From an optimization exercise on the open Yosys and OpenROAD flow, aimed at small area, a short achievable clock period and few clock cycles per item; shortcuts taken in it are not production practice. Only the layout flow was run in this run; the RTL was not checked for function there. Power figures rest on the tool's default switching activity, not on a simulated workload.

==> design.v <==
module lzss_enc_top (
    input               clk,
    input               rst_x,
    input               i_valid,
    output              ow_ready,
    input       [7:0]   i_data,
    input               i_last,
    output              o_valid,
    input               i_ready,
    output      [8:0]   o_code,
    output              o_last
);
    integer             k;
    reg                 r_iv;
    reg     [7:0]       r_ib;
    reg                 r_il;
    reg     [7:0]       r_win [1:64];    
    reg     [63:0]      r_row [0:4];     
    reg     [4:0]       r_rv;            
    reg     [4:0]       r_lb;            
    reg     [6:0]       r_cnt;           
    reg     [2:0]       r_skip;          
    reg                 r_hv;
    reg     [9:0]       r_hd;
    reg                 r_sv;
    reg     [9:0]       r_sd;
    wire                w_room  = ~r_sv;
    wire                w_ended = ~r_rv[0] | r_lb[0];
    wire                w_adv   = w_room & (r_iv | (w_ended & (|r_rv)));
    wire                w_take  = w_room;                
    assign  ow_ready    = w_take;
    assign  o_valid     = r_hv;
    assign  o_code      = r_hd[8:0];
    assign  o_last      = r_hd[9];
    always @(posedge clk or negedge rst_x) begin
        if (!rst_x) begin
            r_iv    <= 1'b0;
        end
        else if (w_take) begin
            r_iv    <= i_valid;
        end
    end
    always @(posedge clk) begin
        if (w_take) begin
            r_ib    <= i_data;
            r_il    <= i_last;
        end
    end
    reg     [63:0]      w_eq;
    always @(*) begin
        for (k = 0; k < 64; k = k + 1)
            w_eq[k] = (r_ib == r_win[k+1]) && (r_cnt > k);
    end
    always @(posedge clk) begin
        if (w_adv) begin
            r_win[1]    <= r_ib;
            for (k = 2; k <= 64; k = k + 1)
                r_win[k]    <= r_win[k-1];
            r_row[0]    <= w_eq;
            for (k = 1; k <= 4; k = k + 1)
                r_row[k]    <= r_row[k-1];
            r_lb        <= {r_lb[3:0], r_iv & r_il};
        end
    end
    always @(posedge clk or negedge rst_x) begin
        if (!rst_x) begin
            r_rv    <= 5'd0;
            r_cnt   <= 7'd0;
        end
        else if (w_adv) begin
            r_rv    <= {r_rv[3:0], r_iv};
            if (r_iv) begin
                if (r_il)
                    r_cnt   <= 7'd0;
                else if (!r_cnt[6])
                    r_cnt   <= r_cnt + 7'd1;
            end
        end
    end
    wire    [63:0]      e0 = r_row[4];
    wire    [63:0]      e1 = r_row[3];
    wire    [63:0]      e2 = r_row[2];
    wire    [63:0]      e3 = r_row[1];
    wire    [63:0]      e4 = r_row[0];
    wire    [63:0]      m2 = e0 & e1;
    wire    [63:0]      m3 = m2 & e2;
    wire    [63:0]      m4 = m3 & e3;
    wire    [63:0]      m5 = m4 & e4;
    wire                a2 = |m2;
    wire                a3 = |m3;
    wire                a4 = |m4;
    wire                a5 = |m5;
    wire    [63:0]      sel = m2 & (e2 | {64{~a3}}) & (e3 | {64{~a4}}) & (e4 | {64{~a5}});
    wire    [5:0]       w_idx;
    lzss_lowest #(.W(64), .N(6)) u_lowest (.i_v(sel), .o_idx(w_idx));
    wire    [1:0]       w_len = a5 ? 2'd3 : a4 ? 2'd2 : a3 ? 2'd1 : 2'd0;    
    wire                w_lst = r_lb[4] | (a2 & r_lb[3]) | (a3 & r_lb[2]) | (a4 & r_lb[1]) | (a5 & r_lb[0]);
    wire    [9:0]       w_code = a2 ? {w_lst, 1'b1, ~w_idx, w_len} : {w_lst, 1'b0, r_win[5]};
    wire                w_push = w_adv & r_rv[4] & (r_skip == 3'd0);
    wire                w_pop  = r_hv & i_ready;
    always @(posedge clk or negedge rst_x) begin
        if (!rst_x) begin
            r_skip  <= 3'd0;
        end
        else if (w_adv && r_rv[4]) begin
            if (r_skip != 3'd0)
                r_skip  <= r_skip - 3'd1;
            else
                r_skip  <= a5 ? 3'd4 : a4 ? 3'd3 : a3 ? 3'd2 : a2 ? 3'd1 : 3'd0;
        end
    end
    always @(posedge clk or negedge rst_x) begin
        if (!rst_x) begin
            r_hv    <= 1'b0;
            r_sv    <= 1'b0;
        end
        else begin
            if (r_sv) begin
                if (w_pop)
                    r_sv    <= 1'b0;
            end
            else if (w_push) begin
                r_hv    <= 1'b1;
                if (r_hv && !w_pop)
                    r_sv    <= 1'b1;
            end
            else if (w_pop) begin
                r_hv    <= 1'b0;
            end
        end
    end
    always @(posedge clk) begin
        if (r_sv) begin
            if (w_pop)
                r_hd    <= r_sd;
        end
        else if (w_push) begin
            if (!r_hv || w_pop)
                r_hd    <= w_code;
            else
                r_sd    <= w_code;
        end
    end
endmodule
module lzss_lowest #(
    parameter   W   = 64,
    parameter   N   = 6
)(
    input       [W-1:0]     i_v,
    output      [N-1:0]     o_idx
);
    generate
        if (W == 2) begin : leaf
            assign  o_idx   = ~i_v[0];
        end
        else begin : node
            wire    [N-2:0]     w_lo;
            wire    [N-2:0]     w_hi;
            lzss_lowest #(.W(W/2), .N(N-1)) u_lo (.i_v(i_v[W/2-1:0]), .o_idx(w_lo));
            lzss_lowest #(.W(W/2), .N(N-1)) u_hi (.i_v(i_v[W-1:W/2]), .o_idx(w_hi));
            wire                w_any_lo = |i_v[W/2-1:0];
            assign  o_idx   = w_any_lo ? {1'b0, w_lo} : {1'b1, w_hi};
        end
    endgenerate
endmodule
==> run.sh <==
#!/bin/bash
# synth_recipe.tcl (not shown) runs the flow's synth.tcl, then flattens the netlist and writes it again
# the make line also repeats each setting of config.mk as NAME=value (left out here)
make -C /OpenROAD-flow-scripts/flow DESIGN_CONFIG=/design/flow/config.mk WORK_HOME=/design/flow/orfs CLKGATE_MAP_FILE= SYNTH_SCRIPT=/design/flow/synth_recipe.tcl finish
==> config.mk <==
export PLATFORM = sky130hd
export DESIGN_NAME = lzss_enc_top
export DESIGN_NICKNAME = lzss_enc_top
export VERILOG_FILES = /design/flow/design.v
export SDC_FILE = /design/flow/constraint.sdc
export NUM_CORES = 4
export LEC_CHECK = 0
export CAP_MARGIN = 20
export CORE_MARGIN = 2
export CORE_UTILIZATION = 40
export SLEW_MARGIN = 20
==> constraint.sdc <==
create_clock -name core_clock -period 6.0 [get_ports {clk}]
set_input_delay 1.2000 -clock core_clock [delete_from_list [all_inputs] [get_ports {clk}]]
set_output_delay 1.2000 -clock core_clock [all_outputs]
set_load 0.01 [all_outputs]
==> flow_summary.ini <==
[layout]
flow.area_growth_from_synthesis_pct = 13.04
nNetsFinal = 2715
final_cells = 4043
layout-drive-gt1-share_pct = 8.534
filler_cell_count = 8332
post-route-cell-area_sq_um = 43050

[cts]
tritoncts_num_sinks = 884
htreeDepth = 3
cts_made_buffers = 94
clock-root-buffer = clkbuf_16
cts.repair.resized = 0
hold_buffers = 0
path_clk_slew_ns = 0.06
clock_path_buffers = 3
cts_setup_buffers = 0
tritoncts = yes
clock_latency_ns = 0.66

[timing]
finalHoldWorstSlack_ns = 0.4568
timing.slew.headroom_pct = 30.90
tightest_slew_ns = 1.033
timing.clock.skew_ns = 0.03710
timing.final.max_slew_violations = 0
achievable-frequency_mhz = 200.5
grt_setup_unrepaired = no
hold_viol_final = 0
setup_total_negative_slack_ns = 0
setup_violations = 0
timing.final.crit_share_pct = 83.11
post-route-min-period_ns = 4.986

[synth]
synth_edf_count = 866
syn-mean-instance-area_sq_um = 14.38
synth_flop_cell = edfxtp_1
yosys-top-cells-area = edfxtp_1 68%, xnor2_1 8.9%, nand4_1 3.2%
async_flop_share_pct = 2.036
postSynthNetCount = 2667
synth_cell_types = 85
synth.top_cell.area_share_pct = 68.28
synth.ff_latch_count = 884
netlist_instances = 2648
sequential_to_total_area_share_from_yosys_stat_pct = 69.46
yosysWarnings = 3
netlist_area_sq_um = 38090
post-synth-top-area-cell = edfxtp_1

[die]
floorplan.rows = 113
die-area_sq_um = 97700
floorplan.core_area_sq_um = 94730
die_height_microns = 312.6
ios = 25
initial_core_util_pct = 40.20
dieWidth_microns = 312.6

[pwr]
leakage_power_total_nw = 13.61
power_per_cell_area_nw_per_um2 = 294.4
power.ir.vdd_worst_uv = 242.0

[run]
max-cap-violations = 0

[worst_setup_path]
critical-path-top-cell-by-count = nand4_1
worst-r2r-setup-slack_ns = 1.01
critical_path.top_delay_family = simple AND/OR/NAND/NOR gates
critical-path-max-stage-delay_ns = 0.73
critical_path_class = flip-flop to flip-flop
cp.required_ns = 6.38
worstSetupEndpointType = flip-flop
crit_path_max_fanout = 31
startpoint_type = flip-flop
arrival_worst_endpoint_ns = 5.36
crit_path_top_delay_cell = nor4_1
cp_cell_sequence = nand4_1 > nand4_1 > nor4_1 > nand3_1 > buf_4 > nor2_4 > o21ai_0 > a41oi_1 > nor3_1 > a21o_1 > a221o_1 > a311oi_2 > o31ai_1
critPathBufInv = 1

[detailed_routing]
remaining_routing_drc_violations = 0
detail_route.wirelength_microns = 106600
routed_via_density = 5.704
drt_pass1_iterations = 6
initialDrtViolationCount = 3100
postRouteAntennaNets = 0
via_count = 23062
wl_per_instance_microns = 26.36

[grt]
wire_length_of_the_first_global_routing_pass_microns = 156000
grt_use_total_pct = 21.56
first_global_vias = 22275
globalRoute.totalOverflow = 0
pin_count_of_the_biggest_net_entering_global_routing = 183
initial_antenna_violation_count = 4

[place]
numPortBuffers = 24
gpl.final_weighted_congestion = 0.9976
place_inst = 3865
post_dp_area_sq_um = 39860
hpwl_microns = 74080

[min_path]
hold_path_class = flip-flop to flip-flop

[status]
outcome = timing/DRC/antenna clean
-- per-stage QoR --
step	util (%)	power [mW]	worst slack, ns
after floorplan	-	6.806	-9.052
after global placement	42.08	6.817	1.054
after detailed placement	42.08	6.817	1.059
after CTS	45.44	12.78	1.042
after global routing	45.44	13.03	0.8774
final	45.45	12.68	1.014
-- where the power goes --
part | total, mW | switching (mW) | internal, mW
combinational | 0.0121 | 0.00473 | 0.00732
sequential | 6.67 | 0.000619 | 6.67
clock | 5.99 | 2.49 | 3.49
-- layout make-up --
cell class / instances / area [sq um] / share of cell area, %
tap: 1265 / 1583 / 3.676
multi-input combinational: 1526 / 10690 / 24.82
antenna: 1 / 2.502 / 0.005813
sequential: 884 / 26460 / 61.45
clock buffer: 114 / 2489 / 5.781
timing repair buffer: 56 / 630.6 / 1.465
clock inverter: 63 / 703.2 / 1.633
inverter: 134 / 503.0 / 1.168
-- layer usage --
layer / GRT usage (%) / up-vias / wire (microns)
met2: 33.28 / 913 / 48410
li1: - / 10168 / -
met5: 0 / - / 0
met4: 5.818 / 0 / 2925
met1: 31.88 / 11817 / 48460
met3: 3.165 / 164 / 6794
-- cell families (layout without fill, tap and decap cells) --
logic type,Yosys count,in the layout,synth area share (%)
adders and majority gates,6,6,0.1971
and+or+nand+nor,627,627,8.788
muxes,12,12,0.3548
buffers and inverters,238,367,2.612
other,0,1,0
DFF,884,884,69.46
xor gates and xnor gates,512,512,11.77
AOI/OAI and AO/OA,369,369,6.810
-- cells in the final DEF (no fill, tap or decap), drive strengths merged, types with 6 or more instances in the layout --
cell type / n
or3: 6
edfxtp: 866
nand4: 192
buf: 32
nor4: 52
nor2: 76
o21bai: 10
a21oi: 106
o21ai: 51
a211oi: 19
clkinv: 41
a31oi: 11
and3: 8
nand2b: 13
dfrtp: 18
o221a: 23
clkinvlp: 6
o22ai: 28
ha: 6
o221ai: 20
inv: 138
clkdlybuf4s50: 24
or2: 10
o211ai: 11
xor2: 123
bufinv: 12
nor3: 53
nand2: 117
a22oi: 7
xnor2: 389
nand3: 74
clkbuf: 114
o2111ai: 27
mux2: 12
-- worst paths after layout --
| path | cells past startpoint | to | startpoint |
|---|---|---|---|
| max in group asynchronous | 1 | r_rv[0] | rst_x |
| setup / recovery | 13 | r_hd[2] | r_row[1][43] |
| hold / removal | 0 | r_row[2][63] | r_row[1][63] |
| hold reg to reg | 0 | r_row[2][63] | r_row[1][63] |
| min in group asynchronous | 1 | r_cnt[6] | rst_x |
| setup reg to reg | 13 | r_hd[2] | r_row[1][43] |
-- cells in the mapped netlist, drive strengths merged, types with 20 or more instances --
| master | count |
|---|---|
| o21ai | 51 |
| nand4 | 192 |
| o2111ai | 27 |
| clkbuf | 63 |
| a21oi | 106 |
| nor3 | 53 |
| xor2 | 123 |
| edfxtp | 866 |
| o22ai | 28 |
| xnor2 | 389 |
| nand3 | 74 |
| buf | 41 |
| inv | 134 |
| o221a | 23 |
| nand2 | 117 |
| nor2 | 76 |
| nor4 | 52 |
| o221ai | 20 |
-- sequential cells by signal, summed over array words and instances, names as in the netlist, 3 cells and up --
| name | flops |
|---|---|
| r_cnt | 7 |
| r_row | 320 |
| r_sd | 10 |
| r_ib | 8 |
| r_lb | 5 |
| r_rv | 5 |
| r_skip | 3 |
| r_hd | 10 |
| r_win | 512 |

## afterwards: timing with drivers on the ports
The results above use ideal ports. As a check the final layout listed here was re-extracted and re-timed, cells and wires unchanged. Step 1: set_driving_cell puts a clkbuf_16 on clk and a buf_2 on each other input, an assumption about the parent block. Step 2 adds t to the input delays and takes it off the output delays; t is the mean of the earliest and latest rising clock arrival at the registers after step 1. Input paths then give back, and output paths get back, about the clock's delay inside the block. Slacks: no drivers / after step 1 / after step 2; pairs: no drivers / after step 1.
shift t [ns]: 0.713
slack for setup (ns): 1.014 / 1.014 / 1.014
worst setup path after step 2: register to register
worst register clock-pin slew, ns: 0.07 / 0.07
cell pins on the clock port's net: 1
After both steps this run still meets setup and hold. For this run, drivers alone change the setup slack by 0.000 ns; drivers and shift together by 0.000 ns.
